This design comes from an exercise in tuning for small area, a short achievable clock period and few clock cycles per item on the open sky130 flow, not from production work. Function not checked in this run: the RTL went through the layout flow alone.

<file path="design.v">
package cordic_pkg;
    localparam int XY_W = 16;
    localparam int ANGLE_W = 32;
    localparam int MAX_ITER = 32;  
    localparam logic signed [31:0] ANG_PI = 32'sh8000_0000;
    localparam logic signed [31:0] ANG_PI_2 = 32'sh4000_0000;
    localparam logic signed [15:0] KINV_Q15 = 16'sd19898;  
    localparam int KINV_SHIFT = 15;
    localparam real PI = 3.14159265358979323846;
    function automatic logic signed [MAX_ITER-1:0] atan_lut(input int unsigned idx);
        case (idx)
          0: atan_lut = 32'sh2000_0000;
          1: atan_lut = 32'sh12E4_051D;
          2: atan_lut = 32'sh09FB_385B;
          3: atan_lut = 32'sh0511_11D4;
          4: atan_lut = 32'sh028B_0D43;
          5: atan_lut = 32'sh0145_77E1;
          6: atan_lut = 32'sh00A2_EC1E;
          7: atan_lut = 32'sh0051_F155;
          8: atan_lut = 32'sh0028_F953;
          9: atan_lut = 32'sh0014_7E6E;
          10: atan_lut = 32'sh000A_7CC8;
          11: atan_lut = 32'sh0005_3E64;
          12: atan_lut = 32'sh0002_9F32;
          13: atan_lut = 32'sh0001_4F99;
          14: atan_lut = 32'sh0000_A7CC;
          15: atan_lut = 32'sh0000_53E6;
          default: atan_lut = 32'sd0;
        endcase
    endfunction
endpackage
module cordic_stage #(
    parameter int XYI = 19,
    parameter int ANGLE_W = 32,
    parameter int I = 0,
    parameter logic MODE = 1'b0  
)(
    input logic clk,
    input logic rst_n,
    input logic ce,
    input logic signed [XYI:0] x_in,
    input logic signed [XYI:0] y_in,
    input logic signed [ANGLE_W-1:0] z_in,
    output logic signed [XYI:0] x_out,
    output logic signed [XYI:0] y_out,
    output logic signed [ANGLE_W-1:0] z_out
);
    typedef enum logic {MODE_ROT = 1'b0, MODE_VEC = 1'b1} cordic_mode_e;
    logic signed [XYI:0] x_shr;
    logic signed [XYI:0] y_shr;
    logic signed [ANGLE_W-1:0] atan_i;
    logic dir;
    always_comb begin
        x_shr = x_in >>> I;
        y_shr = y_in >>> I;
        atan_i = $signed(cordic_pkg::atan_lut(I));
        dir = (MODE == MODE_ROT) ? z_in[ANGLE_W-1] : y_in[XYI];
    end
    always_ff @(posedge clk or negedge rst_n) begin
        if (!rst_n) begin
            x_out <= '0;
            y_out <= '0;
            z_out <= '0;
        end else if (ce) begin
            if (MODE == MODE_ROT) begin
                x_out <= dir ? (x_in + y_shr) : (x_in - y_shr);
                y_out <= dir ? (y_in - x_shr) : (y_in + x_shr);
                z_out <= dir ? (z_in + atan_i) : (z_in - atan_i);
            end else begin
                x_out <= dir ? (x_in - y_shr) : (x_in + y_shr);
                y_out <= dir ? (y_in + x_shr) : (y_in - x_shr);
                z_out <= dir ? (z_in - atan_i) : (z_in + atan_i);
            end
        end
      end
endmodule
module cordic_preproc #(
  parameter int XY_W = 16,
  parameter int XYI = 19,
  parameter int ANGLE_W = 32
)(
  input logic clk,
  input logic rst_n,
  input logic ce,
  input logic load,
  input logic signed [XY_W-1:0] x_in,
  input logic signed [XY_W-1:0] y_in,
  input logic [ANGLE_W-1:0] angle_in,
  output logic signed [XYI:0] x0,
  output logic signed [XYI:0] y0,
  output logic signed [ANGLE_W-1:0] z0
);
  logic signed [ANGLE_W-1:0] ang_s;
  logic [1:0] quadrant;
  logic signed [XYI:0] x_ext, y_ext;
  always_comb begin
    ang_s = $signed(angle_in);
    quadrant = ang_s[ANGLE_W-1 -: 2];
    x_ext = {{(XYI-XY_W+1){x_in[XY_W-1]}}, x_in};
    y_ext = {{(XYI-XY_W+1){y_in[XY_W-1]}}, y_in};
  end
  always_ff @(posedge clk or negedge rst_n) begin
    if (!rst_n) begin
      x0 <= '0;
      y0 <= '0;
      z0 <= '0;
    end else if (ce) begin
      if (load) begin
        unique case (quadrant)
          2'b00, 2'b11: begin
            x0 <= x_ext;
            y0 <= y_ext;
            z0 <= ang_s;
          end
          2'b01: begin
            x0 <= -y_ext;
            y0 <= x_ext;
            z0 <= ang_s - $signed(cordic_pkg::ANG_PI_2);
          end
          2'b10: begin
            x0 <= y_ext;
            y0 <= -x_ext;
            z0 <= ang_s + $signed(cordic_pkg::ANG_PI_2);
          end
        endcase
      end
    end
  end
endmodule
module cordic_rotator #(
    parameter int XY_W = 16,
    parameter int ANGLE_W = 32,
    parameter int ITER = 16,
    parameter int GUARD = 3,
    parameter int GAIN_COMP = 0
)(
    input logic clk,
    input logic rst_n,
    input logic in_valid,
    output logic in_ready,
    input logic signed [XY_W-1:0] x_start,
    input logic signed [XY_W-1:0] y_start,
    input logic signed [ANGLE_W-1:0] angle,
    output logic out_valid,
    input logic out_ready,
    output logic signed [XY_W-1:0] cosine,
    output logic signed [XY_W-1:0] sine
);
    logic stall;
    logic accept;
    assign stall = out_valid && !out_ready;
    assign in_ready = !stall;
    assign accept = in_valid && in_ready;
    logic [ITER:0] vld;
    always_ff @(posedge clk or negedge rst_n) begin
        if (!rst_n) begin
            vld <= '0;
        end else if (!stall) begin
            vld <= {vld[ITER-1:0], accept};
        end
    end
    assign out_valid = vld[ITER];
    localparam int XYI = XY_W + GUARD;
    logic signed [XYI:0] x0;
    logic signed [XYI:0] y0;
    logic signed [ANGLE_W-1:0] z0;
    cordic_preproc #(
        .XY_W(XY_W),
        .XYI(XYI),
        .ANGLE_W(ANGLE_W)
    ) u_preproc (
        .clk(clk),
        .rst_n(rst_n),
        .ce(!stall),
        .load(accept),
        .x_in(x_start),
        .y_in(y_start),
        .angle_in(angle),
        .x0(x0),
        .y0(y0),
        .z0(z0)
    );
    logic signed [XYI:0] x_pipe [0:ITER];
    logic signed [XYI:0] y_pipe [0:ITER];
    logic signed [ANGLE_W-1:0] z_pipe [0:ITER];
    assign x_pipe[0] = x0;
    assign y_pipe[0] = y0;
    assign z_pipe[0] = z0;
    genvar i;
    generate
        for (i = 0; i < ITER; i++) begin : STG
            cordic_stage #(
                .XYI(XYI),
                .ANGLE_W(ANGLE_W),
                .I(i),
                .MODE(1'b0) 
            ) u_stage (
                .clk(clk),
                .rst_n(rst_n),
                .ce(!stall),
                .x_in(x_pipe[i]),
                .y_in(y_pipe[i]),
                .z_in(z_pipe[i]),
                .x_out(x_pipe[i+1]),
                .y_out(y_pipe[i+1]),
                .z_out(z_pipe[i+1])
            );
         end
    endgenerate
    logic signed [XYI:0] cos_raw, sin_raw;
    assign cos_raw = x_pipe[ITER];
    assign sin_raw = y_pipe[ITER];
    localparam int MULT_W = (XYI+1) + 16;
    logic signed [MULT_W-1:0] cos_prod, sin_prod;
    logic signed [XYI:0] cos_sc, sin_sc;
    always_comb begin
        cos_prod = $signed(cos_raw) * $signed(cordic_pkg::KINV_Q15);
        sin_prod = $signed(sin_raw) * $signed(cordic_pkg::KINV_Q15);
        cos_sc = $signed(cos_prod >>> cordic_pkg::KINV_SHIFT);
        sin_sc = $signed(sin_prod >>> cordic_pkg::KINV_SHIFT);
    end
    logic signed [XYI:0] cos_sel, sin_sel;
    always_comb begin
      if (GAIN_COMP) begin
        cos_sel = cos_sc;
        sin_sel = sin_sc;
      end else begin
        cos_sel = cos_raw;
        sin_sel = sin_raw;
      end
    end
    assign cosine = cos_sel[XY_W-1:0];
    assign sine = sin_sel[XY_W-1:0];
endmodule
module cordic_rot_top (
    input logic clk,
    input logic rst_n,
    input logic in_valid,
    output logic in_ready,
    input logic signed [15:0] x_start,
    input logic signed [15:0] y_start,
    input logic signed [31:0] angle,
    output logic out_valid,
    input logic out_ready,
    output logic signed [15:0] cosine,
    output logic signed [15:0] sine
);
    cordic_rotator #(
        .XY_W(16),
        .ANGLE_W(32),
        .ITER(16),
        .GUARD(3),
        .GAIN_COMP(1)
    ) u_rot (
        .clk(clk),
        .rst_n(rst_n),
        .in_valid(in_valid),
        .in_ready(in_ready),
        .x_start(x_start),
        .y_start(y_start),
        .angle(angle),
        .out_valid(out_valid),
        .out_ready(out_ready),
        .cosine(cosine),
        .sine(sine)
    );
endmodule
</file>
<file path="run.sh">
#!/bin/bash
# synth_recipe.tcl (not shown) runs the flow's synth.tcl, then flattens the netlist and writes it again
# the make line also repeats each setting of config.mk as NAME=value (left out here)
make -C /OpenROAD-flow-scripts/flow DESIGN_CONFIG=/design/flow/config.mk WORK_HOME=/design/flow/orfs CLKGATE_MAP_FILE= SYNTH_SCRIPT=/design/flow/synth_recipe.tcl finish
</file>
<file path="config.mk">
export PLATFORM = sky130hd
export DESIGN_NAME = cordic_rot_top
export DESIGN_NICKNAME = cordic_rot_top
export VERILOG_FILES = /design/flow/design.v
export SDC_FILE = /design/flow/constraint.sdc
export NUM_CORES = 4
export LEC_CHECK = 0
export CAP_MARGIN = 20
export CORE_MARGIN = 2
export CORE_UTILIZATION = 40
export SLEW_MARGIN = 20
</file>
<file path="constraint.sdc">
create_clock -name core_clock -period 8.5 [get_ports {clk}]
set_input_delay 1.7000 -clock core_clock [delete_from_list [all_inputs] [get_ports {clk}]]
set_output_delay 1.7000 -clock core_clock [all_outputs]
set_load 0.01 [all_outputs]
</file>
==> metrics.md <==
| Metric | Value |
|---|---|
| CP Capture Type | `primary output` |
| Post-Syn Instances | `12.7k` |
| First-pass GRT wire length | `443 mm` |
| # setup viols final | `0` |
| Syn_nets | `14.4k` |
| Post-cts hold buffer count | `0` |
| H-tree levels | `4` |
| DPL Wire Length | `209 mm` |
| Number of flops mapped to enable cells by yosys | `0` |
| MaxCap Viol Count | `0` |
| Row count | `189` |
| Gpl congestion | `0.869` |
| WHS Path Cells | `2` |
| DRC viols | `0` |
| Worst reg2reg startpoint | `u_rot.STG[2].u_stage.z_out[31]$_DFFE_PN0N_` |
| Layout cells sized above 1 | `4.58%` |
| P&R area growth vs syn | `10.1%` |
| Die area | `0.270 sq mm` |
| Util after Layout | `44.2%` |
| Clock Path Buffers | `3` |
| Avg Inst Size Synth | `8.38 sq um` |
| Hold Crit Endpoint | `u_rot.vld[14]$_DFFE_PN0N_` |
| Fin crit period | `8.36 ns` |
| 1st-iter DRT viols | `4260` |
| Status | `finished clean` |
| Syn Std Cell Area | `0.106 sq mm` |
| CP arrival | `6.66 ns` |
| Via Count | `86.4k` |
| Family with the most delay on the worst path | `adder cells` |
| Slew @ Worst Pin | `1.19 ns` |
| CTS Sinks | `1175` |
| Final wirelength | `269 mm` |
| Total grt overflow | `0` |
| Nets@finish | `14.4k` |
| Core ar. | `0.265 sq mm` |
| Startpoint class of the critical path | `flop` |
| Crit path buf inv count | `8` |
| Synth cell types | `90` |
| Hold WC Path Type | `reg -> reg` |
| Vias in the first global route | `84.8k` |
| Max-slew violations | `0` |
| FMAX | `0.120 GHz` |
| Worst r2r path cells | `14` |
| Sequential share of the synthesized area | `27.7%` |
| Buffers on Ports | `101` |
| I/O Pins | `102` |
| Clock transition at path regs | `0.06 ns` |
| CP Data Required Time | `6.80 ns` |
| Worst Setup SP | `u_rot.STG[15].u_stage.x_out[9]$_DFFE_PN0N_` |
| Initial core utilization | `40.2%` |
| CTS tree | `yes` |
| Pin count of the biggest net entering global routing | `198` |
| Initial DRT Pass Iterations | `5` |
| Max stage delay on crit path | `0.60 ns` |
| Vert. Die Dim | `519 um` |
| Via density | `5.28` |
| TritonCTS Buffers | `150` |
| Critical path class | `reg -> out` |
| Worst-skew pair later-pin latency | `0.83 ns` |
| Chip width | `519 um` |
| Prevailing post-synth register cell | `dfrtp_1` |
| Initial antenna violation count | `10` |
| Number of synthesis warnings | `24` |
| Tcrit/Tclk final | `98.4%` |
| Area after DPL | `0.111 sq mm` |
| Slowest-stage cell, CP | `fa_1` |
| Max_slew headroom | `19.8%` |
| Final Cell Area | `0.117 sq mm` |
| #FFs+latches synth | `1175` |
| CP Max Fanout | `7` |
| RSZ-0062 raised after global routing | `yes` |
| Synth async-reset ratio | `100%` |
| Most frequent cells in the layout | `a21oi_1, ha_1, nand2_1` |
| Skew final | `0.0512 ns` |
| R2R setup slack | `3.65 ns` |
| Antenna Nets Post-Route | `0` |
| R2R Path End | `u_rot.STG[3].u_stage.x_out[18]$_DFFE_PN0N_` |
| Final Hold Vio Count | `0` |
| Hold Crit Start | `u_rot.vld[14]$_DFFE_PN0N_` |
| Global Route Usage Sum | `19.7%` |
| Commonest non-fill, non-tap cell in the layout | `a21oi_1` |
| WL/cell | `16.5 um` |
| Root Buffer Master | `clkbuf_16` |
## how the worst max path moves through the flow
stage	endpoint	cells after the start
final	cosine[15]	27
after global routing	cosine[15]	27
after CTS	cosine[15]	26
after detailed placement	cosine[15]	25
after global placement	cosine[15]	25
after floorplan	cosine[15]	23
## layer usage
| layer | routed length, um | vias to the layer above | part of all wire, % | global-route usage (%) |
|---|---|---|---|---|
| met5 | 0 | - | 0 | 0 |
| met4 | 6480 | 0 | 2.4 | 5.09 |
| met3 | 7260 | 375 | 2.7 | 1.96 |
| met2 | 131000 | 1051 | 49 | 34.7 |
| met1 | 125000 | 40400 | 46 | 25.7 |
| li1 | - | 44600 | - | - |
## worst reg2reg max path, delay by kind of cell, from the launching register on
family / cells / cell delay [ns]
multiplexers: 1 / 0.46
buffers and inverters: 1 / 0.47
XOR/XNOR: 1 / 0.16
flip-flops: 1 / 0.76
AO/OA/AOI/OAI: 9 / 2.01
adder cells (fa/ha/maj): 1 / 0.41
AND/OR/NAND/NOR: 1 / 0.43
## cell usage after synthesis (all sizes together), types with 44 or more instances
library cell,n,area (sq um)
ha,1362,17000
nand3,165,826
xnor2,709,6210
o211ai,56,420
a211oi,106,801
inv,817,3070
nor2b,124,776
xor2,509,4460
o21a,127,953
and3,68,425
nand2b,176,1100
o31ai,119,898
nor2,1210,4540
or3,76,475
nand4,46,288
nand2,1311,4920
a31oi,114,719
or4,44,334
a21o,336,2520
o21ai,917,4590
nor4,47,294
o21bai,134,1010
nor3,303,1520
fa,256,5120
dfrtp,1175,29400
a21oi,1422,7120
clkbuf,341,1280
## logic make-up after synthesis
family	Yosys count	share of synthesized area, %
AO/OA/AOI/OAI	3683	20.9
XOR/XNOR	1218	10.0
multiplexers	78	0.783
flip-flops	1175	27.7
buffers and inverters	1194	4.22
AND/OR/NAND/NOR	3709	15.6
adder cells (fa/ha/maj)	1618	20.9
## state kept, by name (all words and copies together), names as in the netlist
name                     count
u_rot.STG.u_stage.z_out    447
u_rot.STG.u_stage.y_out    320
u_rot.STG.u_stage.x_out    319
u_rot.u_preproc.z0          32
u_rot.u_preproc.x0          20
u_rot.u_preproc.y0          20
u_rot.vld                   17
## area by class of cell
cell class,count,area (sq um)
inverters,823,3100
diodes,7,17.5
well taps,3533,4420
clock buffers,213,4300
fillers,26600,148000
flip-flops and latches,1175,29400
clock inverters,57,805
multi-input cells,10300,72800
repair buffers,236,2130
## metrics by stage
step	TNS, ns	std cells	setup WS, ns	hold WS [ns]
global route	-0.321	16400	-0.133	0.485
floorplan	0	12700	0.990	0.430
CTS	-0.00487	16300	-0.00487	0.466
global placement	0	16000	0.0640	0.445
finish	0	16400	0.136	0.466
detailed placement	-0.0439	16000	-0.0439	0.455
## timing repair
action                                  CTS  global route
pin swaps                                12            46
endpoints found under the setup margin   22            19
resized for setup                        66            78
cloned                                    0             0
buffers inserted                         13            15

[separate check: timing with driven ports]
No port has a modelled driver above. Below, the same layout with a new extraction and two added sets of constraints.
Step 1 sets driving cells, clkbuf_16 on the clock port and buf_2 on the other inputs (assumed; they add their load-dependent delay and slew).
Step 2, shift: input delay + t, output delay - t, t = (earliest + latest rising clock arrival at the registers) / 2. This alone moves slack from input paths to output paths.
Slacks: ideal ports / drivers / drivers and shift; pairs: ideal ports / drivers.
shift t [ns]: 0.889
setup WS [ns]: 0.136 / 0.046 / 0.935
latest minus earliest clock arrival (ns): 0.060 / 0.060
After both steps this run still meets setup and hold. The setup slack of this run moves by -0.090 ns with the drivers and by +0.799 ns with both steps.
